From an optimization exercise on the open Yosys and OpenROAD flow, aimed at a short achievable clock period and few clock cycles; shortcuts taken in it are not production practice. In this exercise RTL edits were held to simulation tests only and were not proved equivalent to the original. Power is estimated from default activity; no workload was simulated.

==> flow/design.v <==
module SingleCycle_MIPS(
    clk,
    rst_n,
    IR_addr,
    IR,
    ReadDataMem,
    CEN,
    WEN,
    A,
    ReadData2,
    OEN
);
    input         clk, rst_n;
    input  [31:0] IR;
    output [31:0] IR_addr;
    input  [31:0] ReadDataMem;
    output        CEN;
    output        WEN;
    output  [6:0] A;
    output [31:0] ReadData2;
    output        OEN;
    reg  [9:0]  pc_F;            
    reg  [9:0]  pci_F;           
    reg         v_R;
    reg  [31:0] ir_R;
    reg  [9:0]  pc_R;
    reg  [9:0]  bt_R, pn_R;
    reg         pt_R, pv_R;
    reg  [5:0]  pi_R;
    reg  [1:0]  pc2_R;
    reg  [31:0] s1_R, s2_R;      
    reg         byA, byB;        
    reg         bmA, bmB;        
    reg         v_D;
    reg  [31:0] ir_D;
    reg  [9:0]  pc_D;
    reg  [9:0]  bt_D;            
    reg  [9:0]  pn_D;            
    reg         pt_D;            
    reg         pv_D;            
    reg  [5:0]  pi_D;            
    reg  [1:0]  pc2_D;
    reg  [31:0] rA, rB;          
    reg         hzA, hzB;        
    reg         mAl, mBl;        
    reg         mAe, mBe;        
    reg         we_E;            
    reg  [4:0]  rd_E;
    reg         eLW, eAND, eOR, eARI, eSLT;
    reg         cin_E;           
    reg  [3:0]  ltc_E;           
    reg  [3:1]  eqc_E;           
    reg  [31:0] a_E;
    reg  [31:0] bb_E;            
    reg  [31:0] z1_E, z0_E;      
    reg  [31:0] xl_E;            
    reg  [8:0]  lo_E;            
    reg         cen_E, wen_E;
    reg  [6:0]  addr_E;
    reg  [31:0] sd_E;
    reg  [31:0] ws_M;            
    reg  [31:0] res_M;
    reg  [31:0] rf [0:31];
    reg  [9:0]  ras [0:7];
    reg  [7:0]  fv;
    reg  [9:0]  fkey [0:7];
    reg  [9:0]  ftgt [0:7];
    reg  [2:0]  fnext;
    reg         fpend;           
    reg  [1:0]  pht [0:63];
    reg  [3:0]  ghist;
    reg         bu_v, bu_t;
    reg  [5:0]  bu_i;
    reg  [1:0]  bu_c;
    reg  [1:0]  pp_F;
    reg  [9:0]  ppc_F;           
    reg         ffh_F;           
    reg  [9:0]  fft_F;           
    reg  [5:0]  ppi_F;
    reg  [9:0]  fpkey, fptgt;
    assign IR_addr   = {20'd0, pc_F, 2'b00};
    assign CEN       = cen_E;
    assign WEN       = wen_E;
    assign A         = addr_E;
    assign ReadData2 = sd_E;
    assign OEN       = 1'b0;
    integer i, k;
    wire [32:0] cy;
    ks_carry #(32) u_alu (.g(a_E & bb_E), .p(a_E ^ bb_E), .cin(cin_E), .c(cy));
    wire [31:0] sum   = a_E ^ bb_E ^ cy[31:0];
    wire        slt_E = ltc_E[3] | eqc_E[3] & (ltc_E[2] | eqc_E[2] & (ltc_E[1] | eqc_E[1] & ltc_E[0]));
    wire [31:0] res_E = ({32{eLW}}  & ReadDataMem) |
                        ({32{eAND}} & (a_E & bb_E)) |
                        ({32{eOR}}  & (a_E | bb_E)) |
                        ({32{eARI}} & sum) |
                        {31'd0, eSLT & slt_E};
    wire [9:0]  pc  = pci_F;
    wire [15:0] imm = ir_D[15:0];
    reg  isR, isLW, isSW, isBEQ, isJAL, isJR, wr_D;
    reg  dADD, dSUB, dOR, dSLT, dAND;
    reg  [4:0] dst_D;
    reg  stp_D;
    wire [31:0] vA = rA;
    wire [31:0] vB = rB;
    reg  [31:0] zA, zB;
    always @(*) begin
        zA[0] = z1_E[0];
        zB[0] = z1_E[0];
        for (k = 1; k < 32; k = k + 1) begin
            zA[k] = vB[k-1] ? z1_E[k] : z0_E[k];
            zB[k] = vA[k-1] ? z1_E[k] : z0_E[k];
        end
    end
    wire zeqA, zeqB, xeqA, xeqB, eqAB;
    eq32 u_zA (.a(zA), .b(vB), .eq(zeqA));
    eq32 u_zB (.a(zB), .b(vA), .eq(zeqB));
    eq32 u_xA (.a(xl_E), .b(vB), .eq(xeqA));
    eq32 u_xB (.a(xl_E), .b(vA), .eq(xeqB));
    eq32 u_ab (.a(vA), .b(vB), .eq(eqAB));
    wire eqA = eARI ? zeqA : eSLT ? (~|vB[31:1] & (vB[0] == slt_E)) : xeqA;
    wire eqB = eARI ? zeqB : eSLT ? (~|vA[31:1] & (vA[0] == slt_E)) : xeqB;
    wire beq_eq = (hzA & hzB) | (hzA & ~hzB & eqA) | (~hzA & hzB & eqB) | (~hzA & ~hzB & eqAB);
    wire stall = v_D & stp_D;
    wire go_D  = v_D & ~stall;
    wire [8:0] base = ~hzA ? vA[8:0] : eARI ? lo_E : xl_E[8:0];
    wire [9:0] c_e;
    ks_carry #(9) u_ea (.g(base & imm[8:0]), .p(base ^ imm[8:0]), .cin(1'b0), .c(c_e));
    wire [8:0] ea = base ^ imm[8:0] ^ c_e[8:0];
    wire [10:0] link = {1'b0, pc_D} + 11'd1;
    wire brV = v_D & isBEQ & ~stp_D;                       
    wire brT = brV & ~(v_R & (pc_R == bt_D));
    wire brK = brT & (pc == bt_D);                         
    wire brB = brT & ~(pc == bt_D);                        
    wire brN = brV & pt_D;                                 
    wire rdJ = v_D & isJR & ~hzA & ~(v_R & (pc_R == vA[11:2]));
    wire rdo = rdJ | stall;
    wire [9:0] rdo_pc = stall ? pc_D : vA[11:2];
    wire redir = beq_eq ? (brB | rdo) : (brN | rdo);
    wire [31:0] e_early = eSLT ? {31'd0, slt_E} : xl_E;
    wire [31:0] sA  = mAl ? ReadDataMem : mAe ? e_early : vA;
    wire [31:0] sB  = mBl ? ReadDataMem : mBe ? e_early : vB;
    wire [31:0] fA  = isJAL ? {19'd0, link, 2'b00} : sA;
    wire [31:0] fB  = isJAL ? 32'd0 : sB;
    wire [31:0] fBB = dSUB ? ~fB : fB;
    wire [3:0] ltc_D = {{~sA[31], sA[30:24]} < {~sB[31], sB[30:24]},
                        sA[23:16] < sB[23:16], sA[15:8] < sB[15:8], sA[7:0] < sB[7:0]};
    wire [3:1] eqc_D = {sA[31:24] == sB[31:24], sA[23:16] == sB[23:16], sA[15:8] == sB[15:8]};
    wire [31:0] fp = fA ^ fBB;
    wire [31:0] fg = fA & fBB;
    wire [9:0]  c_o;
    wire [8:0]  vBB = dSUB ? ~vB[8:0] : vB[8:0];
    ks_carry #(9) u_lo (.g(vA[8:0] & vBB), .p(vA[8:0] ^ vBB), .cin(dSUB), .c(c_o));
    wire f_j  = (IR[31:27] == 5'b00001);      
    wire f_jj = (IR[31:26] == 6'h02);         
    wire f_jr = (IR[31:26] == 6'h00) & (IR[5:0] == 6'h08);
    wire [10:0] c_sq;
    ks_carry #(10) u_sq (.g(10'd0), .p(pc), .cin(1'b1), .c(c_sq));
    wire [9:0] pc_seq = pc ^ c_sq[9:0];
    wire [9:0] link_R = pc_R + 10'd1;
    wire [9:0] ras_top = (v_R & r_JAL) ? link_R :
                         (v_R & r_JR)  ? ((v_D & isJAL) ? ras[0] : (v_D & isJR) ? ras[2] : ras[1]) :
                         (v_D & isJAL) ? link[9:0] : (v_D & isJR) ? ras[1] : ras[0];
    reg        fhit_n, fdup;
    reg  [9:0] fpred_n;
    always @(*) begin
        fhit_n = 1'b0; fdup = 1'b0; fpred_n = 10'd0;
        for (k = 0; k < 8; k = k + 1) begin
            if (fv[k] && fkey[k] == pc) begin fhit_n = 1'b1; fpred_n = fpred_n | ftgt[k]; end
            if (fv[k] && fkey[k] == fpkey) fdup = 1'b1;
        end
    end
    reg  [31:0] rf_A, rf_B;
    always @(*) begin
        rf_A = 32'd0;
        rf_B = 32'd0;
        for (k = 0; k < 32; k = k + 1) begin
            rf_A = rf_A | ({32{s1_R[k]}} & rf[k]);
            rf_B = rf_B | ({32{s2_R[k]}} & rf[k]);
        end
    end
    wire [31:0] nA = byA ? res_E : bmA ? res_M : rf_A;
    wire [31:0] nB = byB ? res_E : bmB ? res_M : rf_B;
    wire       pv_F = (pc == ppc_F);                       
    wire       fhit = pv_F & ffh_F;
    wire [9:0] fpred = fft_F;
    wire       pt_F = (IR[31:26] == 6'h04) & pv_F & pp_F[1] & (IR[15:0] != 16'd1);
    wire [10:0] c_bt;
    ks_carry #(10) u_bt (.g(pc & IR[9:0]), .p(pc ^ IR[9:0]), .cin(1'b1), .c(c_bt));
    wire [9:0] bt_F = pc ^ IR[9:0] ^ c_bt[9:0];
    wire [9:0] pc_pred = f_j ? IR[9:0] : f_jr ? ras_top : pt_F ? bt_F : fhit ? fpred : pc_seq;
    wire [9:0] nxb = rdo ? rdo_pc : pc_pred;
    wire [9:0] nx0 = brN ? pn_D : nxb;                     
    wire [9:0] nx1 = brB ? bt_D : nxb;                     
    wire [9:0] pc_nx = beq_eq ? nx1 : nx0;
    wire [5:0] pre_i = pc[5:0] ^ {ghist, 2'b00};
    wire uA = ~(ir_R[31:27] == 5'b00001);    
    wire hzA_n = uA & v_D & wr_D & (ir_R[25:21] == dst_D);
    wire hzB_n = uA & v_D & wr_D & (ir_R[20:16] == dst_D);
    always @(posedge clk or negedge rst_n) begin
        if (~rst_n) begin
            pci_F <= 10'd0;
            v_R <= 1'b0; v_D <= 1'b0; we_E <= 1'b0; ws_M <= 32'd0;
            fv <= 8'd0; fnext <= 3'd0; fpend <= 1'b0;
            for (i = 0; i < 64; i = i + 1) pht[i] <= 2'b01;
            ghist <= 4'd0; bu_v <= 1'b0;
        end else begin
            pci_F <= pc_nx;
            v_R <= ~redir;
            v_D <= v_R & ~redir & ~(beq_eq & brK);
            bu_v <= brV & pv_D;
            if (bu_v) begin
                ghist <= {ghist[2:0], bu_t};
                pht[bu_i] <= bu_t ? (bu_c == 2'b11 ? 2'b11 : bu_c + 2'b01)
                                  : (bu_c == 2'b00 ? 2'b00 : bu_c - 2'b01);
            end
            fpend <= f_jj;
            if (fpend && !fdup) begin
                fv[fnext] <= 1'b1;
                fnext     <= fnext + 3'd1;
            end
            we_E  <= go_D & wr_D;
            for (i = 0; i < 32; i = i + 1) ws_M[i] <= we_E & (rd_E == i);
        end
    end
    wire [5:0] r_op = ir_R[31:26];
    wire [5:0] r_fn = ir_R[5:0];
    wire r_R   = (r_op == 6'h00);
    wire r_LW  = (r_op == 6'h23);
    wire r_SW  = (r_op == 6'h2b);
    wire r_BEQ = (r_op == 6'h04);
    wire r_JAL = (r_op == 6'h03);
    wire r_JR  = r_R & (r_fn == 6'h08);
    wire r_ADD = r_R & (r_fn[3:0] == 4'b0000);
    wire r_SUB = r_R & (r_fn[3:0] == 4'b0010);
    wire r_OR  = r_R & (r_fn[3:0] == 4'b0101);
    wire r_SLT = r_R & (r_fn[3:0] == 4'b1010);
    always @(posedge clk) begin
        pc_F  <= rst_n ? pc_nx : 10'd0;
        ir_R  <= IR;
        for (i = 0; i < 32; i = i + 1) begin
            s1_R[i] <= (IR[25:21] == i);
            s2_R[i] <= (IR[20:16] == i);
        end
        byA   <= v_D & wr_D & (IR[25:21] == dst_D);
        byB   <= v_D & wr_D & (IR[20:16] == dst_D);
        bmA   <= we_E & (IR[25:21] == rd_E);
        bmB   <= we_E & (IR[20:16] == rd_E);
        pc_R  <= pc;
        bt_R  <= bt_F;
        pn_R  <= pc_seq;
        pt_R  <= pt_F;
        pv_R  <= pv_F;
        pi_R  <= ppi_F;
        pc2_R <= pp_F;
        bt_D  <= bt_R;
        pn_D  <= pn_R;
        pt_D  <= pt_R;
        pv_D  <= pv_R;
        pi_D  <= pi_R;
        pc2_D <= pc2_R;
        bu_t  <= beq_eq;
        bu_i  <= pi_D;
        bu_c  <= pc2_D;
        pp_F  <= pht[pre_i];
        ppc_F <= pc_seq;
        ffh_F <= fhit_n;
        fft_F <= fpred_n;
        ppi_F <= pre_i;
        isR   <= r_R;
        isLW  <= r_LW;
        isSW  <= r_SW;
        isBEQ <= r_BEQ;
        isJAL <= r_JAL;
        isJR  <= r_JR;
        stp_D <= (hzA_n & r_JR) |
                 (hzA_n & (dADD | dSUB | isJAL) & r_R) |
                 (hzB_n & (dADD | dSUB | isJAL) & (r_R | r_SW)) |
                 (hzA_n & ~(dADD | dSUB | dAND | dOR) & (r_LW | r_SW)) |
                 (hzA_n & (dADD | dSUB) & (hzA | hzB) & (r_LW | r_SW)) |
                 ((hzA_n | hzB_n) & isLW & r_BEQ);
        wr_D  <= r_R | r_LW | r_JAL;
        dst_D <= r_JAL ? 5'd31 : r_R ? ir_R[15:11] : ir_R[20:16];
        dADD  <= r_ADD;
        dSUB  <= r_SUB;
        dOR   <= r_OR;
        dSLT  <= r_SLT;
        dAND  <= r_R & ~r_ADD & ~r_SUB & ~r_OR & ~r_SLT;
        hzA  <= hzA_n;
        hzB  <= hzB_n;
        mAl  <= hzA_n & isLW;
        mBl  <= hzB_n & isLW;
        mAe  <= hzA_n & ~isLW;
        mBe  <= hzB_n & ~isLW;
        rA   <= nA;
        rB   <= nB;
        ir_D <= ir_R;
        pc_D <= pc_R;
        fpkey <= pc - 10'd2;
        fptgt <= IR[9:0];
        if (fpend && !fdup) begin
            fkey[fnext] <= fpkey;
            ftgt[fnext] <= fptgt;
        end
        if (go_D & isJAL) begin
            for (i = 7; i > 0; i = i - 1) ras[i] <= ras[i-1];
            ras[0] <= link[9:0];
        end else if (go_D & isJR) begin
            for (i = 0; i < 7; i = i + 1) ras[i] <= ras[i+1];
        end
        rd_E  <= dst_D;
        eLW   <= isLW;
        eAND  <= dAND;
        eOR   <= dOR;
        eARI  <= dADD | dSUB | isJAL;
        eSLT  <= dSLT;
        cin_E <= dSUB;
        ltc_E <= ltc_D;
        eqc_E <= eqc_D;
        a_E   <= fA;
        bb_E  <= fBB;
        z1_E  <= fp ^ {fg[30:0], dSUB};
        z0_E  <= fp ^ {fg[30:0] | fp[30:0], dSUB};
        xl_E  <= dAND ? fg : (fA | fBB);
        lo_E  <= vA[8:0] ^ vBB ^ c_o[8:0];
        addr_E <= ea[8:2];
        cen_E <= ~(go_D & (isLW | isSW));
        wen_E <= ~(go_D & isSW);
        sd_E  <= sB;
        res_M <= res_E;
        for (i = 0; i < 32; i = i + 1)
            if (ws_M[i] | ~rst_n) rf[i] <= res_M & {32{rst_n}};
    end
endmodule
module ks_carry #(parameter W = 32) (
    input  [W-1:0] g,
    input  [W-1:0] p,
    input          cin,
    output [W:0]   c
);
    reg [W-1:0] G, P, Gn, Pn;
    integer i, d;
    always @(*) begin
        G = g; P = p;
        for (d = 1; d < W; d = d * 2) begin
            for (i = 0; i < W; i = i + 1)
                if (i >= d) begin
                    Gn[i] = G[i] | (P[i] & G[i-d]);
                    Pn[i] = P[i] & P[i-d];
                end else begin
                    Gn[i] = G[i];
                    Pn[i] = P[i];
                end
            G = Gn; P = Pn;
        end
    end
    assign c = {G | (P & {W{cin}}), cin};
endmodule
module eq32 (
    input  [31:0] a,
    input  [31:0] b,
    output        eq
);
    assign eq = ~|(a ^ b);
endmodule
==> flow/flow/run.sh <==
#!/bin/bash
set -euo pipefail
here=$(pwd)
bash standard.sh "POST_GLOBAL_PLACE_TCL=$here/flow/move_oflops.tcl" finish > "$here/flow.log" 2>&1
==> flow/flow/move_oflops.tcl <==
# Move each output port's buffer, and the flip-flop that drives only that buffer, to the
# point of the core nearest the port's pin; detailed placement then legalizes them there.
set block [ord::get_db_block]
set core [$block getCoreArea]
set cx0 [$core xMin]; set cy0 [$core yMin]; set cx1 [$core xMax]; set cy1 [$core yMax]
set moved 0
foreach bterm [$block getBTerms] {
  if {[$bterm getIoType] != "OUTPUT"} { continue }
  set net [$bterm getNet]
  if {$net == "NULL"} { continue }
  set buf ""
  foreach it [$net getITerms] { if {[$it isOutputSignal]} { set buf [$it getInst] } }
  if {$buf == ""} { continue }
  set innet ""
  foreach it [$buf getITerms] { if {[$it isInputSignal] && [$it getNet] != "NULL"} { set innet [$it getNet] } }
  if {$innet == ""} { continue }
  set ff ""
  foreach it [$innet getITerms] { if {[$it isOutputSignal]} { set ff [$it getInst] } }
  if {$ff == ""} { continue }
  if {![string match "*df*" [[$ff getMaster] getName]]} { continue }
  if {[llength [$innet getITerms]] != 2} { continue }
  set bb [$bterm getBBox]
  set px [expr {([$bb xMin] + [$bb xMax]) / 2}]
  set py [expr {([$bb yMin] + [$bb yMax]) / 2}]
  set w [[$ff getMaster] getWidth]
  set h [[$ff getMaster] getHeight]
  set x [expr {min(max($px, $cx0), $cx1 - 2 * $w)}]
  set y [expr {min(max($py, $cy0), $cy1 - 2 * $h)}]
  $buf setLocation $x $y
  $ff setLocation $x $y
  incr moved
}
puts "move_oflops: moved $moved output buffers and flip-flops next to their pins"
==> flow/standard.sh <==
#!/bin/bash
# synth_recipe.tcl (not shown) runs the flow's synth.tcl, then flattens the netlist and writes it again
# the make line also repeats each setting of config.mk as NAME=value (left out here)
make -C /OpenROAD-flow-scripts/flow DESIGN_CONFIG=/design/flow/config.mk WORK_HOME=/design/flow/orfs CLKGATE_MAP_FILE= SYNTH_SCRIPT=/design/flow/synth_recipe.tcl "${@:-finish}"
==> flow/config.mk <==
export PLATFORM = sky130hd
export DESIGN_NAME = SingleCycle_MIPS
export DESIGN_NICKNAME = SingleCycle_MIPS
export VERILOG_FILES = /design/flow/design.v
export SDC_FILE = /design/flow/constraint.sdc
export NUM_CORES = 8
export LEC_CHECK = 0
export ABC_AREA = 1
export CAP_MARGIN = 20
export CORE_MARGIN = 2
export CORE_UTILIZATION = 40
export CTS_CLUSTER_DIAMETER = 150
export CTS_CLUSTER_SIZE = 24
export SETUP_SLACK_MARGIN = 5.0
export SLEW_MARGIN = 20
==> flow/constraint.sdc <==
create_clock -name core_clock -period 7.5 [get_ports {clk}]
set_input_delay 1.5000 -clock core_clock [delete_from_list [all_inputs] [get_ports {clk}]]
set_output_delay 1.5000 -clock core_clock [all_outputs]
set_load 0.01 [all_outputs]
==> metrics.cfg, run 1 <==
[sta]
finalMaxSlewViolations=0
skew_ns=0.0639
setup_total_negative_slack_ns=0
setup_violators_final=0
report.final.hold_viol_count=0
tightestPinTransition_ns=1.17
rsz_0062_raised_after_global_routing=true
slew_headroom_pct=21.9
fmaxAchievable_mhz=359
final_min_period_over_clock_period_pct=37.1
final_period_minus_worst_setup_slack_ns=2.78

[setup_path]
timing.critical_path.cells=buf_2
worstSetupStartpoint=sd_E[28]
path_buf_inv=1
timing_worst_setup_path_type=flip-flop to primary output
cp_data_required_time_ns=6.00
crit_fanout=1
critPathArrivalTime_ns=1.28
worstSetupEndpointType=primary output
timing.critical_path.from_type=flip-flop
critical-path-max-stage-delay_ns=0.32
worstReg2RegStart=s2_R[16]
cp_max_delay_cell=dfxtp_1
worst_path_dominant_cell_family=flip-flops

[clock_tree]
cts.sink_count=2031
holdBufCountCts=0
ctsLongestPathBuffers=3
cts_htree_levels=3
ctsRootBufferMaster=clkbuf_16
cts_tree=built
clkLatencyLatePin_ns=0.86
cts_inserted_buffers=95
cts.reportedPaths.clkPinSlew_ns=0.12

[power]
p_per_area_mw_per_mm2=254
total_leakage_power_nw=43.4
design_power_total_mw=28.1
vdd_drop_max_mv=0.256

[route]
drt-wirelength-per-cell_um=31.9
detail_route.wirelength_mm=435
vias=84593
final_antenna_net_count=0
drc_errors=0
detailedRoute.firstPassIterationCount=7
drc_violation_total_after_the_first_tritonroute_iteration=14283
avgViaCountPerCell=6.21

[floorplan]
design.die.area_sq_mm=0.239
row_count=178
floorplan.initialDensity_pct=40.1
chipWidth_um=489
die_height_um=489
core_area_sq_mm=0.235
design.portCount=140

[yosys]
post-synth-top-area-fraction_pct=40.3
synthCells=10142
synthArstFlopShare_pct=9.35
post_synth_num_cell_types=72
syn_area_per_cell_sq_um=9.29
cell_with_the_most_instances_after_synthesis=nand2_1
synth-edff-count=1264
synth.top_cells.by_area=edfxtp_1 40%, nand2_1 12%, dfxtp_1 12%
synth-seq-area-share_pct=57.7
synth_commonest_cells=3,137 x nand2_1, 1,264 x edfxtp_1, 783 x inv_1
syn-cell-area_sq_mm=0.0942
synth_area_leader_cell=edfxtp_1
ys_seq_elements=2031
yosys_warn_count=7
ys_dominant_reg_cell=edfxtp_1

[layout]
fin_nets=10696
area.growth.synth_to_final_pct=17.2
share_of_the_core_filled_with_cells_in_the_final_layout_pct=47.0
final_layout_size_suffix_gt1_share_pct=17.2
num-fill-cells=21878

[placement]
dpl.hpwl_mm=250
port_buffers=116

[outcome]
result_of_the_run=complete, no violations

[global_routing]
first_global_vias=77030
grt_max_degree=158
grt_overflow_total=0
grt_antenna_before_repair=34
globalRouteTotalUtil_pct=34.7
grt_first_pass_wirelength_mm=586

[worst_hold_path]
holdCritStartpoint=pi_R[2]
worst_hold_path_type=flip-flop to flip-flop

[job]
drv_cap=0

==> layout make-up <==
cell class / count / area, sq um / share of cell area [%]
sequential: 2031 / 54800 / 49.6
multi-input combinational: 6882 / 39300 / 35.6
timing repair buffer: 552 / 6020 / 5.45
tap: 3150 / 3940 / 3.57
inverter: 838 / 3510 / 3.18
clock buffer: 153 / 2590 / 2.35
clock inverter: 10 / 181 / 0.164
antenna: 15 / 37.5 / 0.0340
timing repair inverter: 1 / 5.00 / 0.00453
==> kinds of logic after synthesis <==
group / synth area share, %
AO/OA/AOI/OAI: 9.07
multiplexers: 0.0452
adder cells (fa/ha/maj): 3.05
flip-flops: 57.7
AND/OR/NAND/NOR: 22.1
other: 0.00398
XOR/XNOR: 2.65
buffers and inverters: 5.38
==> final timing paths <==
kind	endpoint	slack, ns	depth (start not counted)
max	ReadData2[28]	4.72	1
min	pi_D[2]	0.32	0
max reg2reg	rB[28]	4.81	6
min reg2reg	pi_D[2]	0.32	0
max in group asynchronous	pht[10][1]	5.49	2
min in group asynchronous	ws_M[13]	0.68	1
==> layout by cell type, fill, tap and decap left out, drive strengths merged, types with 12 or more instances in the layout <==
master	synthesis	layout
xnor2	107	107
dfrtp	126	126
o221ai	17	17
o2111ai	35	35
ha	228	228
a211oi	31	31
clkinv	7	12
o22ai	113	113
dlygate4sd2	0	19
xor2	175	175
diode	0	15
dfxtp	577	577
conb	1	23
nor2	626	632
nand4	331	332
a31oi	16	16
clkinvlp	0	42
clkdlybuf4s50	0	15
o211ai	78	78
a221oi	106	106
buf	115	497
dfstp	64	64
or2	76	108
a2111oi	43	43
o21bai	14	14
o21ai	458	458
edfxtp	1264	1264
clkbuf	339	161
a21oi	288	288
nand3	580	580
nand2	3142	3144
a22o	119	119
nor4	96	96
inv	831	795
nor3	87	87
==> registers in the layout (all words and copies together) (netlist names), 31 cells and up <==
name	flops
ws_M	32
z1_E	31
fkey	80
z0_E	32
bb_E	32
a_E	32
res_M	32
s1_R	32
xl_E	32
rB	32
ras	80
s2_R	32
sd_E	32
pht	128
ftgt	80
rf	1024
rA	32
==> timing repair <==
action,in CTS,in global routing
setup endpoints to repair,1572,1153
setup buffers,170,130
pin swaps,120,213
resized for setup,979,654
endpoints found under the hold margin,0,0
cloned,44,6
==> report_power, final <==
group          internal [mW]  total [mW]  switching (mW)
clock network           2.44        6.26            3.82
logic                   2.79        7.88            5.10
registers               12.9        13.9            1.01
==> per-layer routing <==
layer | track usage [%] | wire (um) | vias to the layer above | share of wire [%]
met2 | 49.4 | 176000 | 7032 | 40
met1 | 45.1 | 160000 | 40660 | 37
met4 | 20.4 | 33300 | 32 | 7.7
met5 | 1.01 | 710 | - | 0.16
met3 | 12.5 | 65200 | 1821 | 15
li1 | - | - | 35048 | -
==> per-stage QoR <==
| step | instance area (sq um) | hold WS, ns | instances | setup slack (ns) |
|---|---|---|---|---|
| after CTS | 106000 | 0.323 | 13481 | 4.67 |
| after global placement | 99700 | 0.310 | 13104 | 3.00 |
| after detailed placement | 99700 | 0.312 | 13104 | 2.69 |
| after floorplan | 95400 | 0.310 | 10164 | 4.51 |
| final | 110000 | 0.319 | 13632 | 4.72 |
| after global routing | 110000 | 0.333 | 13619 | 4.67 |
Testbench counts, summed over its fixed seeds: cycles 80,589.
==> run 2, diff against run 1 <==
==> flow/flow/run.sh (replaced) <==
#!/bin/bash
set -euo pipefail
here=$(pwd)
bash standard.sh "POST_GLOBAL_PLACE_TCL=$here/flow/move_oflops.tcl" MATCH_CELL_FOOTPRINT=0 finish > "$here/flow.log" 2>&1
--- a/flow/config.mk
+++ b/flow/config.mk
@@ -10,6 +10,6 @@
 export CORE_MARGIN = 2
 export CORE_UTILIZATION = 40
 export CTS_CLUSTER_DIAMETER = 150
-export CTS_CLUSTER_SIZE = 24
+export CTS_CLUSTER_SIZE = 25
 export SETUP_SLACK_MARGIN = 5.0
 export SLEW_MARGIN = 20
==> metrics.cfg, run 2 <==
[outcome]
result_of_the_run=complete, no violations

[clock_tree]
ctsRootBufferMaster=clkbuf_16
ctsLongestPathBuffers=3  ; unchanged
cts_htree_levels=3  ; unchanged
cts_inserted_buffers=91  ; -4.2%
cts_tree=built
holdBufCountCts=0  ; unchanged
clkLatencyLatePin_ns=0.91  ; +0.05 ns
cts.sink_count=2031  ; unchanged
cts.reportedPaths.clkPinSlew_ns=0.12  ; about the same

[yosys]
ys_seq_elements=2031  ; unchanged
post-synth-top-area-fraction_pct=40.3  ; unchanged
post_synth_num_cell_types=72  ; unchanged
synth-edff-count=1264  ; unchanged
synth_commonest_cells=3,137 x nand2_1, 1,264 x edfxtp_1, 783 x inv_1
synth-seq-area-share_pct=57.7  ; unchanged
syn_area_per_cell_sq_um=9.29  ; unchanged
synthArstFlopShare_pct=9.35  ; unchanged
synthCells=10142  ; unchanged
cell_with_the_most_instances_after_synthesis=nand2_1
yosys_warn_count=7  ; unchanged
syn-cell-area_sq_mm=0.0942  ; unchanged
synth.top_cells.by_area=edfxtp_1 40%, nand2_1 12%, dfxtp_1 12%
synth_area_leader_cell=edfxtp_1
ys_dominant_reg_cell=edfxtp_1

[setup_path]
cp_data_required_time_ns=6.00  ; about the same
ff2ff_path_depth=6  ; unchanged
setup.reg_to_reg.worst_slack_ns=4.84  ; +0.03 ns
critical-path-max-stage-delay_ns=0.34  ; +0.02 ns
timing_worst_setup_path_type=flip-flop to primary output
timing.critical_path.cells=buf_6
levels_on_crit_path=1  ; unchanged
worstReg2RegStart=s1_R[23]
worstSetupStartpoint=sd_E[24]
timing.critical_path.to=ReadData2[24]
worstReg2RegEnd=rA[4]
worst_path_dominant_cell_family=flip-flops
crit_fanout=1  ; unchanged
critPathArrivalTime_ns=1.35  ; +0.07 ns
timing.critical_path.from_type=flip-flop
path_buf_inv=1  ; unchanged
cp_max_delay_cell=dfxtp_2
worstSetupEndpointType=primary output

[sta]
finalMaxSlewViolations=0  ; unchanged
final_min_period_over_clock_period_pct=38.0  ; +0.84 points
setup_violators_final=0  ; unchanged
skew_ns=0.0911  ; +0.0271 ns
fmaxAchievable_mhz=351  ; -2.2%
tightestPinTransition_ns=1.12  ; -0.0484 ns
whs_ns=0.292  ; -0.0272 ns
rsz_0062_raised_after_global_routing=true
slew_headroom_pct=25.1  ; +3.2 points
report.final.hold_viol_count=0  ; unchanged
final_period_minus_worst_setup_slack_ns=2.85  ; +0.0631 ns
setup_total_negative_slack_ns=0  ; unchanged

[route]
final_antenna_net_count=0  ; unchanged
detailedRoute.firstPassIterationCount=9  ; +2
vias=84795  ; +0.24%
drc_errors=0  ; unchanged
drc_violation_total_after_the_first_tritonroute_iteration=14057  ; -1.6%
detail_route.wirelength_mm=435  ; about the same
avgViaCountPerCell=6.19  ; -0.31%
drt-wirelength-per-cell_um=31.7  ; -0.51%

[layout]
most-common-layout-cells=2,967 x nand2_1, 1,264 x edfxtp_1, 665 x inv_1, 520 x nor2_1, 489 x nand3_1
final_area_sq_mm=0.111  ; +0.78%
final_layout_size_suffix_gt1_share_pct=18.1  ; +0.84 points
num-fill-cells=21850  ; -0.13%
fin_nets=10768  ; +0.67%
largest_registers=rf (1024), pht (128)
area.growth.synth_to_final_pct=18.1
fin_cells=13707  ; +0.55%
largest-register=rf
largest_register_ffs=1024  ; unchanged
layout.cells.most_common=nand2_1

[floorplan]
die_height_um=489  ; unchanged
chipWidth_um=489  ; unchanged
floorplan.initialDensity_pct=40.1  ; unchanged
core_area_sq_mm=0.235  ; unchanged
design.die.area_sq_mm=0.239  ; unchanged
row_count=178  ; unchanged
design.portCount=140  ; unchanged

[global_routing]
grt_first_pass_wirelength_mm=583  ; -0.46%
grt_overflow_total=0  ; unchanged
first_global_vias=76882  ; -0.19%
grt_max_degree=89  ; -44%
grt_antenna_before_repair=27  ; -21%
globalRouteTotalUtil_pct=34.5  ; -0.23 points

[power]
p_per_area_mw_per_mm2=253  ; -0.43%
total_leakage_power_nw=43.9  ; +1.1%
design_power_total_mw=28.2  ; +0.34%
vdd_drop_max_mv=0.240  ; -6.2%

[placement]
place_area_sq_mm=0.0997  ; about the same
dpl.hpwl_mm=252  ; +0.78%
port_buffers=116  ; unchanged
placed_cells_incl_taps=13106  ; +0.015%

[job]
drv_cap=0  ; unchanged

[worst_hold_path]
worst_hold_path_type=flip-flop to flip-flop

-- run 2: cell counts after synthesis --
No cell type changed its count.
-- run 2: worst min-delay path by stage --
stage / start / end / slack, ns / cells past startpoint
global route: pi_D[4] / bu_i[4] / 0.30 / 0
finish: pi_D[4] / bu_i[4] / 0.29 / 0
CTS: pi_D[4] / bu_i[4] / 0.28 / 0
detailed placement: pi_D[4] / bu_i[4] / 0.31 / 0
floorplan: bt_R[0] / bt_D[0] / 0.31 / 0
global placement: pi_D[4] / bu_i[4] / 0.31 / 0
-- run 2: cells by family after synthesis --
family	share of synthesized area, %
mux	0.0452
xor+xnor	2.65
flops	57.7
compound gates	9.07
simple gates	22.1
fa+ha+maj	3.05
other cells	0.00398
buf+inv	5.38
-- run 2: report_power, final --
| part | total, mW | switching (mW) | internal (mW) | leakage (nW) |
|---|---|---|---|---|
| Combinational | 7.99 | 5.12 | 2.87 | 22.6 |
| Sequential | 14.0 | 1.04 | 12.9 | 20.0 |
| Clock | 6.22 | 3.83 | 2.39 | 1.29 |
-- run 2: cell type report --
| cell class | instances | area [sq um] | share of cell area, % |
|---|---|---|---|
| Sequential cell | 2031 | 54800 | 49.3 |
| Antenna cell | 22 | 55.1 | 0.0495 |
| Tap cell | 3150 | 3940 | 3.54 |
| Inverter | 838 | 3620 | 3.26 |
| Multi-Input combinational cell | 6886 | 39400 | 35.4 |
| Clock buffer | 145 | 2500 | 2.25 |
| Timing Repair inverter | 3 | 20.0 | 0.0180 |
| Timing Repair Buffer | 622 | 6690 | 6.01 |
| Clock inverter | 10 | 219 | 0.197 |
-- run 2: timing repair --
item	in CTS	in global routing
endpoints found under the hold margin	0	0
buffers inserted	192	168
setup endpoints to repair	1707	1265
resized for setup	905	724
cloned	50	14
pin swaps	125	220
-- run 2: through the flow --
step           utilization, %  worst slack, ns
2_1_floorplan               -             4.51
3_3_place_gp             42.5             2.96
3_5_place_dp             42.5             2.70
4_1_cts                  45.4             4.64
5_1_grt                  47.4             4.64
6_report                 47.4             4.65
-- run 2: routing by layer --
layer	GRT usage, %	routed length, um	up-vias
met5	0.121	252	-
met4	20.3	33500	16
met1	44.7	158000	40960
met2	49.2	176000	6878
li1	-	-	35214
met3	12.6	66900	1727
==> run 3, diff against run 2 <==
--- a/flow/design.v
+++ b/flow/design.v
@@ -28,9 +28,11 @@
     reg         pt_R, pv_R;
     reg  [5:0]  pi_R;
     reg  [1:0]  pc2_R;
-    reg  [31:0] s1_R, s2_R;      
+    reg  [31:0] gA_R [0:3];      
+    reg  [31:0] gB_R [0:3];      
     reg         byA, byB;        
     reg         bmA, bmB;        
+    reg         bwA, bwB;        
     reg         v_D;
     reg  [31:0] ir_D;
     reg  [9:0]  pc_D;
@@ -60,6 +62,7 @@
     reg  [31:0] sd_E;
     reg  [31:0] ws_M;            
     reg  [31:0] res_M;
+    reg  [31:0] res_W;           
     reg  [31:0] rf [0:31];
     reg  [9:0]  ras [0:7];
     reg  [7:0]  fv;
@@ -169,17 +172,22 @@
             if (fv[k] && fkey[k] == fpkey) fdup = 1'b1;
         end
     end
-    reg  [31:0] rf_A, rf_B;
+    wire [31:0] rf_A = gA_R[0] | gA_R[1] | gA_R[2] | gA_R[3];
+    wire [31:0] rf_B = gB_R[0] | gB_R[1] | gB_R[2] | gB_R[3];
+    wire [31:0] nA = byA ? res_E : bmA ? res_M : bwA ? res_W : rf_A;
+    wire [31:0] nB = byB ? res_E : bmB ? res_M : bwB ? res_W : rf_B;
+    reg  [31:0] fgA [0:3];
+    reg  [31:0] fgB [0:3];
     always @(*) begin
-        rf_A = 32'd0;
-        rf_B = 32'd0;
+        for (k = 0; k < 4; k = k + 1) begin
+            fgA[k] = 32'd0;
+            fgB[k] = 32'd0;
+        end
         for (k = 0; k < 32; k = k + 1) begin
-            rf_A = rf_A | ({32{s1_R[k]}} & rf[k]);
-            rf_B = rf_B | ({32{s2_R[k]}} & rf[k]);
+            fgA[k/8] = fgA[k/8] | ({32{IR[25:21] == k}} & rf[k]);
+            fgB[k/8] = fgB[k/8] | ({32{IR[20:16] == k}} & rf[k]);
         end
     end
-    wire [31:0] nA = byA ? res_E : bmA ? res_M : rf_A;
-    wire [31:0] nB = byB ? res_E : bmB ? res_M : rf_B;
     wire       pv_F = (pc == ppc_F);                       
     wire       fhit = pv_F & ffh_F;
     wire [9:0] fpred = fft_F;
@@ -237,10 +245,12 @@
     always @(posedge clk) begin
         pc_F  <= rst_n ? pc_nx : 10'd0;
         ir_R  <= IR;
-        for (i = 0; i < 32; i = i + 1) begin
-            s1_R[i] <= (IR[25:21] == i);
-            s2_R[i] <= (IR[20:16] == i);
+        for (i = 0; i < 4; i = i + 1) begin
+            gA_R[i] <= fgA[i];
+            gB_R[i] <= fgB[i];
         end
+        bwA   <= ws_M[IR[25:21]];
+        bwB   <= ws_M[IR[20:16]];
         byA   <= v_D & wr_D & (IR[25:21] == dst_D);
         byB   <= v_D & wr_D & (IR[20:16] == dst_D);
         bmA   <= we_E & (IR[25:21] == rd_E);
@@ -327,6 +337,7 @@
         wen_E <= ~(go_D & isSW);
         sd_E  <= sB;
         res_M <= res_E;
+        res_W <= res_M;
         for (i = 0; i < 32; i = i + 1)
             if (ws_M[i] | ~rst_n) rf[i] <= res_M & {32{rst_n}};
     end
==> flow/flow/run.sh (replaced) <==
#!/bin/bash
set -euo pipefail
here=$(pwd)
bash standard.sh "POST_GLOBAL_PLACE_TCL=$here/flow/move_oflops.tcl" finish > "$here/flow.log" 2>&1
==> metrics.cfg, run 3 <==
[yosys]
post-synth-top-area-fraction_pct=38.2  ; -2.1 points
synth_commonest_cells=1,933 x nand2_1, 1,264 x edfxtp_1, 1,264 x inv_1
cell_with_the_most_instances_after_synthesis=nand2_1
synth.top_cells.by_area=edfxtp_1 38%, dfxtp_1 16%, nand2_1 7.3%
synth-seq-area-share_pct=59.3  ; +1.6 points
syn_area_per_cell_sq_um=9.89  ; +6.5%
synthArstFlopShare_pct=8.42  ; -0.94 points
synthCells=10041  ; -1.0%
ys_dominant_reg_cell=edfxtp_1
synth-edff-count=1264  ; unchanged
ys_seq_elements=2257  ; +11%
syn-cell-area_sq_mm=0.0993  ; +5.4%
yosys_warn_count=11  ; +4
synth_area_leader_cell=edfxtp_1
post_synth_num_cell_types=73  ; +1.4%

[sta]
rsz_0062_raised_after_global_routing=true
skew_ns=0.0497  ; -0.0414 ns
report.final.hold_viol_count=0  ; unchanged
tightestPinTransition_ns=1.32  ; +0.201 ns
setup_violators_final=0  ; unchanged
slew_headroom_pct=10.5  ; -15 points
finalMaxSlewViolations=0  ; unchanged
final_min_period_over_clock_period_pct=37.8  ; -0.14 points
fmaxAchievable_mhz=353  ; +0.37%
final_period_minus_worst_setup_slack_ns=2.84  ; -0.0105 ns
setup_total_negative_slack_ns=0  ; unchanged

[placement]
port_buffers=116  ; unchanged
dpl.hpwl_mm=263  ; +4.7%
place_area_sq_mm=0.106  ; +6.7%

[setup_path]
timing.critical_path.cells=buf_12 > nand2_1 > clkinvlp_4
cp_max_delay_cell=clkinvlp_4
timing_worst_setup_path_type=primary input to flip-flop
worstSetupStartpoint=rst_n
crit_fanout=72  ; +71
worstReg2RegStart=pci_F[3]
cp_data_required_time_ns=7.79  ; +1.79 ns
worstSetupEndpointType=flip-flop
critPathArrivalTime_ns=3.13  ; +1.78 ns
timing.critical_path.from_type=primary input
critical-path-max-stage-delay_ns=0.78  ; +0.44 ns

[clock_tree]
cts_inserted_buffers=100  ; +9.9%
clkLatencyLatePin_ns=0.84  ; -0.07 ns
cts.sink_count=2257  ; +11%
cts_tree=built
cts_htree_levels=3  ; unchanged
cts.reportedPaths.clkPinSlew_ns=0.11  ; about the same
ctsRootBufferMaster=clkbuf_16
ctsLongestPathBuffers=3  ; unchanged

[layout]
num-fill-cells=22635  ; +3.6%
largest-register=rf
area.growth.synth_to_final_pct=18.1  ; about the same
fin_nets=10676  ; -0.85%
layout.cells.most_common=nand2_1
final_layout_size_suffix_gt1_share_pct=19.6  ; +1.6 points
most-common-layout-cells=1,759 x nand2_1, 1,264 x edfxtp_1, 1,108 x inv_1, 675 x dfxtp_1, 517 x nor2_1
largest_register_ffs=1024  ; unchanged
final_area_sq_mm=0.117  ; +5.4%

[route]
detail_route.wirelength_mm=407  ; -6.3%
detailedRoute.firstPassIterationCount=6  ; -3
drc_errors=0  ; unchanged
final_antenna_net_count=0  ; unchanged
avgViaCountPerCell=5.93  ; -4.2%
drc_violation_total_after_the_first_tritonroute_iteration=10983  ; -22%
drt-wirelength-per-cell_um=29.5  ; -6.8%
vias=81762  ; -3.6%

[power]
design_power_total_mw=29.2  ; +3.5%
p_per_area_mw_per_mm2=249  ; -1.8%
total_leakage_power_nw=45.4  ; +3.4%
internal-power_mw=19.5  ; +7.0%
vdd_drop_max_mv=0.243  ; +1.1%
netSwitchingFraction_pct=33.2  ; -2.2 points
pwr-share-clk_pct=22.9  ; +0.8 points
total_switching_power_mw=9.69  ; -3.0%
seq_power_share_pct=52.6  ; +3.0 points
power.combinational.fraction_pct=24.5  ; -3.9 points

[floorplan]
floorplan.initialDensity_pct=40.3  ; +0.17 points
row_count=182  ; +2.2%
chipWidth_um=502  ; +2.6%
die_height_um=502  ; +2.6%
design.portCount=140  ; unchanged
core_area_sq_mm=0.246  ; +5.0%
design.die.area_sq_mm=0.252  ; +5.4%

[global_routing]
grt_max_degree=76  ; -15%
globalRouteTotalUtil_pct=30.9  ; -3.6 points
grt_overflow_total=0  ; unchanged
grt_first_pass_wirelength_mm=560  ; -4.0%
grt_antenna_before_repair=39  ; +44%
first_global_vias=76229  ; -0.85%

[outcome]
result_of_the_run=complete, no violations

[worst_hold_path]
holdCritStartpoint=pc2_R[1]
worst_hold_path_type=flip-flop to flip-flop

[job]
drv_cap=0  ; unchanged

==> run 3: area by class of cell <==
| class | count | area [sq um] | area share [%] |
|---|---|---|---|
| antenna | 15 | 37.5 | 0.0320 |
| clock inverter | 6 | 118 | 0.100 |
| sequential | 2257 | 59200 | 50.4 |
| inverter | 1317 | 5520 | 4.71 |
| clock buffer | 179 | 2840 | 2.42 |
| timing repair inverter | 23 | 165 | 0.141 |
| multi-input combinational | 6072 | 39100 | 33.3 |
| timing repair buffer | 611 | 6200 | 5.29 |
| tap | 3312 | 4140 | 3.53 |
==> run 3: path summary, 6_finish.rpt <==
| check | endpoint | slack [ns] | cells after the start |
|---|---|---|---|
| max reg2reg | pc_F[7] | 4.93 | 19 |
| max in group asynchronous | pht[38][1] | 5.31 | 3 |
| min in group asynchronous | pci_F[7] | 0.57 | 1 |
| max | rf[26][18] | 4.66 | 3 |
| min reg2reg | pc2_D[1] | 0.32 | 0 |
| min | pc2_D[1] | 0.32 | 0 |
==> run 3: what timing repair did <==
item	4_1_cts	5_1_grt
pin swaps	140	183
setup endpoints to repair	2383	1163
buffers inserted	218	147
hold endpoints to repair	0	0
hold buffers	0	0
gates cloned	46	18
resized for setup	975	608
==> run 3: cell families after synthesis <==
group	synth area share, %
AND/OR/NAND/NOR	14.5
other	0.00378
XOR/XNOR	2.47
adder cells (fa/ha/maj)	2.88
multiplexers	0.0328
buffers and inverters	7.06
flip-flops	59.3
AO/OA/AOI/OAI	13.8
==> run 3: power by group through the flow <==
stage | clock network, mW | logic [mW] | registers, mW
after floorplan | 0 | 3.77 | 14.9
after global placement | 0 | 5.51 | 15.5
after detailed placement | 0 | 5.60 | 15.5
after CTS | 6.74 | 6.23 | 15.2
after global routing | 7.14 | 7.64 | 15.4
final | 6.68 | 7.15 | 15.3
==> run 3: critical path: cells and delay by family <==
family	cells	cell delay, ns
simple gates	1	0.49
buf+inv	2	0.94
==> run 3: layer usage <==
metal  vias up  track usage (%)  part of all wire [%]
met5         -            0.482                 0.017
met4        16             16.8                   6.9
met3      1041             6.75                    11
met2      5052             46.7                    43
met1     40100             41.1                    39
li1      35553                -                     -
==> run 3: per-stage QoR <==
stage,setup WS (ns),cells,hold slack [ns],util (%)
6_report,4.66,13792,0.319,47.6
4_1_cts,4.66,13612,0.326,46.1
3_5_place_dp,2.06,13163,0.312,43.2
3_3_place_gp,2.09,13163,0.311,43.2
2_1_floorplan,4.52,10063,0.310,-
5_1_grt,4.67,13783,0.337,47.6
Testbench counts of run 3, summed over its fixed seeds: cycles 80,589.
==> run 4, diff against run 3 <==
--- a/flow/design.v
+++ b/flow/design.v
@@ -61,7 +61,7 @@
     reg  [6:0]  addr_E;
     reg  [31:0] sd_E;
     reg  [31:0] ws_M;            
-    reg  [31:0] res_M;
+    reg  [31:0] res_M;           
     reg  [31:0] res_W;           
     reg  [31:0] rf [0:31];
     reg  [9:0]  ras [0:7];
@@ -207,7 +207,7 @@
     always @(posedge clk or negedge rst_n) begin
         if (~rst_n) begin
             pci_F <= 10'd0;
-            v_R <= 1'b0; v_D <= 1'b0; we_E <= 1'b0; ws_M <= 32'd0;
+            v_R <= 1'b0; v_D <= 1'b0; we_E <= 1'b0; ws_M <= 32'hffffffff; res_M <= 32'd0;
             fv <= 8'd0; fnext <= 3'd0; fpend <= 1'b0;
             for (i = 0; i < 64; i = i + 1) pht[i] <= 2'b01;
             ghist <= 4'd0; bu_v <= 1'b0;
@@ -228,6 +228,7 @@
             end
             we_E  <= go_D & wr_D;
             for (i = 0; i < 32; i = i + 1) ws_M[i] <= we_E & (rd_E == i);
+            res_M <= res_E;
         end
     end
     wire [5:0] r_op = ir_R[31:26];
@@ -336,10 +337,9 @@
         cen_E <= ~(go_D & (isLW | isSW));
         wen_E <= ~(go_D & isSW);
         sd_E  <= sB;
-        res_M <= res_E;
         res_W <= res_M;
         for (i = 0; i < 32; i = i + 1)
-            if (ws_M[i] | ~rst_n) rf[i] <= res_M & {32{rst_n}};
+            if (ws_M[i]) rf[i] <= res_M;
     end
 endmodule
 module ks_carry #(parameter W = 32) (
==> metrics.cfg, run 4 <==
[outcome]
result_of_the_run=complete, no violations

[setup_path]
worstSetupStartpoint=sd_E[25]
setup.reg_to_reg.worst_slack_ns=4.86  ; -0.07 ns
path_buf_inv=1  ; -1
worstReg2RegEnd=ftgt[3][3]
worst_path_dominant_cell_family=flip-flops
timing.critical_path.to=ReadData2[25]
crit_fanout=1  ; -99%
critPathArrivalTime_ns=1.30  ; -1.83 ns
critical-path-max-stage-delay_ns=0.34  ; -0.44 ns
worstSetupEndpointType=primary output
timing.critical_path.cells=buf_6
ff2ff_path_depth=11  ; -8
cp_data_required_time_ns=6.00  ; -1.79 ns
worstReg2RegStart=fpkey[1]
levels_on_crit_path=1  ; -2
cp_max_delay_cell=dfxtp_2
timing.critical_path.from_type=flip-flop
timing_worst_setup_path_type=flip-flop to primary output

[layout]
fin_nets=10762  ; +0.81%
most-common-layout-cells=1,781 x nand2_1, 1,264 x edfxtp_1, 1,161 x inv_1, 637 x dfxtp_1, 550 x nor2_1
area.growth.synth_to_final_pct=18.2
final_layout_size_suffix_gt1_share_pct=19.6  ; -0.044 points
layout.cells.most_common=nand2_1
largest-register=rf
largest_register_ffs=1024  ; unchanged

[yosys]
ys_seq_elements=2257  ; unchanged
synth_commonest_cells=1,946 x nand2_1, 1,273 x inv_1, 1,264 x edfxtp_1
synth_area_leader_cell=edfxtp_1
syn-cell-area_sq_mm=0.0999  ; +0.65%
post-synth-top-area-fraction_pct=38.0  ; -0.25 points
synthCells=10142  ; +1.0%
cell_with_the_most_instances_after_synthesis=nand2_1
synth-edff-count=1264  ; unchanged
synth.top_cells.by_area=edfxtp_1 38%, dfxtp_1 15%, nand2_1 7.3%
ys_dominant_reg_cell=edfxtp_1
syn_area_per_cell_sq_um=9.85  ; -0.36%
synthArstFlopShare_pct=9.84  ; +1.4 points
yosys_warn_count=11  ; unchanged
post_synth_num_cell_types=75  ; +2.7%
synth-seq-area-share_pct=59.1  ; -0.18 points

[power]
vdd_drop_max_mv=0.199  ; -18%
total_leakage_power_nw=46.1  ; +1.6%
pwr-share-clk_pct=23.3  ; +0.4 points
power.combinational.fraction_pct=24.6  ; about the same
p_per_area_mw_per_mm2=242  ; -2.6%
total_switching_power_mw=9.59  ; -1.0%
internal-power_mw=19.0  ; -2.3%
seq_power_share_pct=52.2  ; -0.4 points
netSwitchingFraction_pct=33.5  ; +0.28 points

[global_routing]
grt_overflow_total=0  ; unchanged
first_global_vias=76155  ; -0.097%
globalRouteTotalUtil_pct=30.4  ; -0.48 points
grt_antenna_before_repair=37  ; -5.1%
grt_first_pass_wirelength_mm=561  ; +0.22%
grt_max_degree=146  ; +92%

[sta]
rsz_0062_raised_after_global_routing=true
slew_headroom_pct=10.8  ; +0.26 points
finalMaxSlewViolations=0  ; unchanged
report.final.hold_viol_count=0  ; unchanged
fmaxAchievable_mhz=358  ; +1.4%
setup_violators_final=0  ; unchanged
tightestPinTransition_ns=1.32  ; -0.00383 ns
setup_total_negative_slack_ns=0  ; unchanged
worst_slack_ns=4.70  ; +0.0402 ns
final_min_period_over_clock_period_pct=37.3  ; -0.54 points
final_period_minus_worst_setup_slack_ns=2.80  ; -0.0402 ns
skew_ns=0.0874  ; +0.0377 ns

[clock_tree]
cts.reportedPaths.clkPinSlew_ns=0.12  ; about the same
cts_htree_levels=3  ; unchanged
cts_inserted_buffers=100  ; unchanged
cts.sink_count=2257  ; unchanged
clkLatencyLatePin_ns=0.85  ; about the same
cts_tree=built
ctsRootBufferMaster=clkbuf_16
ctsLongestPathBuffers=3  ; unchanged

[route]
avgViaCountPerCell=5.89  ; -0.57%
detailedRoute.firstPassIterationCount=11  ; +5
drc_errors=0  ; unchanged
detail_route.wirelength_mm=409  ; +0.50%
final_antenna_net_count=0  ; unchanged
vias=81972  ; +0.26%
drc_violation_total_after_the_first_tritonroute_iteration=11665  ; +6.2%
drt-wirelength-per-cell_um=29.4  ; -0.33%

[placement]
pre_cts_ws_ns=2.46  ; +0.401 ns
port_buffers=116  ; unchanged
dpl.hpwl_mm=264  ; +0.33%

[floorplan]
design.portCount=140  ; unchanged
floorplan.initialDensity_pct=40.2  ; -0.073 points
design.die.area_sq_mm=0.254  ; +0.64%
die_height_um=504  ; +0.32%
row_count=183  ; +0.55%
core_area_sq_mm=0.248  ; +0.83%
chipWidth_um=504  ; +0.32%

[worst_hold_path]
worst_hold_path_type=flip-flop to flip-flop

[job]
drv_cap=0  ; unchanged

-- run 4: changes by cell type in the layout (fill, tap and decap cells not counted), moves of 29 or more --
| cell | before | now |
|---|---|---|
| inv_1 | 1108 | 1161 |
| nor2_1 | 517 | 550 |
| a221oi_2 | 144 | 107 |
| clkinvlp_4 | 81 | 31 |
| dfstp_2 | 64 | 93 |
| o22ai_2 | 41 | 85 |
| dfxtp_1 | 675 | 637 |
-- run 4: layout make-up --
type / instances / area (sq um)
antenna: 27 / 67.6
clock buffer: 177 / 2830
clock inverter: 7 / 119
fill: 22611 / 130000
inverter: 1356 / 5630
multi-input combinational: 6126 / 39400
sequential: 2257 / 59400
tap: 3330 / 4170
timing repair buffer: 621 / 6490
timing repair inverter: 6 / 48.8
-- run 4: worst register-to-register path: stages (launching register included) --
cell and delay [ns]:
dfxtp_4 0.41, clkinvlp_4 0.10, buf_4 0.18, o2111ai_1 0.29, nor4_4 0.09, a211oi_2 0.28, nand3b_1 0.19, buf_12 0.19
buf_6 0.12, nor3_4 0.17, buf_12 0.18, clkbuf_16 0.16
-- run 4: what timing repair did --
action / in CTS / in global routing
buffers inserted: 187 / 147
resized for setup: 959 / 617
cloned: 23 / 27
pin swaps: 105 / 209
hold buffers: 0 / 0
setup endpoints to repair: 798 / 585
-- run 4: cell families (layout without fill, tap and decap cells) --
logic type,count (synthesis),count (layout),synth area share (%)
AO/OA/AOI/OAI,2086,2086,13.6
XOR/XNOR,302,302,2.66
adder cells (fa/ha/maj),228,228,2.86
buffers and inverters,1801,2167,7.18
flip-flops,2257,2257,59.1
multiplexers,3,3,0.0325
other,1,50,0.00375
AND/OR/NAND/NOR,3464,3484,14.6
-- run 4: worst min-delay path by stage --
| stage | start | endpoint | cells past startpoint |
|---|---|---|---|
| final | pi_D[1] | bu_i[1] | 0 |
| after global routing | pi_D[1] | bu_i[1] | 0 |
| after CTS | pi_D[1] | bu_i[1] | 0 |
| after detailed placement | pc2_D[1] | bu_c[1] | 0 |
| after global placement | ppi_F[4] | pi_R[4] | 0 |
| after floorplan | bt_R[0] | bt_D[0] | 0 |
-- run 4: routing by layer --
| layer | wire length, um | vias up | track usage [%] |
|---|---|---|---|
| li1 | - | 35773 | - |
| met1 | 162000 | 40137 | 41.0 |
| met2 | 177000 | 5065 | 45.6 |
| met3 | 43900 | 979 | 6.08 |
| met4 | 26900 | 18 | 17.2 |
| met5 | 129 | - | 0 |
-- run 4: power by group through the flow --
| stage | Sequential [mW] | Combinational (mW) | Clock [mW] |
|---|---|---|---|
| detailed placement | 15.1 | 5.50 | 0 |
| global route | 15.0 | 7.49 | 7.15 |
| global placement | 15.1 | 5.44 | 0 |
| finish | 14.9 | 7.04 | 6.65 |
| floorplan | 14.6 | 3.66 | 0 |
| CTS | 14.9 | 6.06 | 6.73 |
-- run 4: stage by stage --
step | hold slack [ns] | std cells | power, mW | util (%) | cell area, sq um
finish | 0.309 | 13907 | 28.6 | 47.6 | 118000
detailed placement | 0.312 | 13310 | 20.6 | 43.1 | 107000
CTS | 0.302 | 13704 | 27.6 | 45.9 | 114000
global placement | 0.310 | 13308 | 20.6 | 43.1 | 107000
global route | 0.328 | 13889 | 29.6 | 47.5 | 118000
floorplan | 0.310 | 10164 | 18.2 | - | 104000
Testbench counts of run 4, summed over its fixed seeds: cycles 80,589.

-- static timing again, ports no longer ideal --
In the flow no input, the clock included, has a driving cell. The finished layouts below were timed again as built, in two steps. Step 1 sets driving cells, clkbuf_16 on the clock port and buf_2 on the other inputs (assumed; they add their load-dependent delay and slew). Step 2 moves the port delays by t, midway between the first and last clock arrival at a register: inputs arrive t later, outputs are due t later. That takes back most of the time a late clock gives input paths. Slacks: no drivers / after step 1 / after step 2; pairs: no drivers / after step 1.
run	shift t [ns]	setup WS [ns]	worst setup path at the end	worst slew at a driven data input, ns
run 1	0.922	4.716 / 4.619 / 4.012	input to register	0.18
run 2	0.932	4.653 / 4.561 / 3.983	input to register	0.28
run 3	0.904	4.663 / 4.627 / 3.797	input to register	0.28
run 4	0.898	4.703 / 4.607 / 3.956	input to register	0.25
After both steps every run listed still meets setup and hold. The setup slack of run 3, which loses most, moves by -0.036 ns with the drivers and by -0.866 ns with both steps.
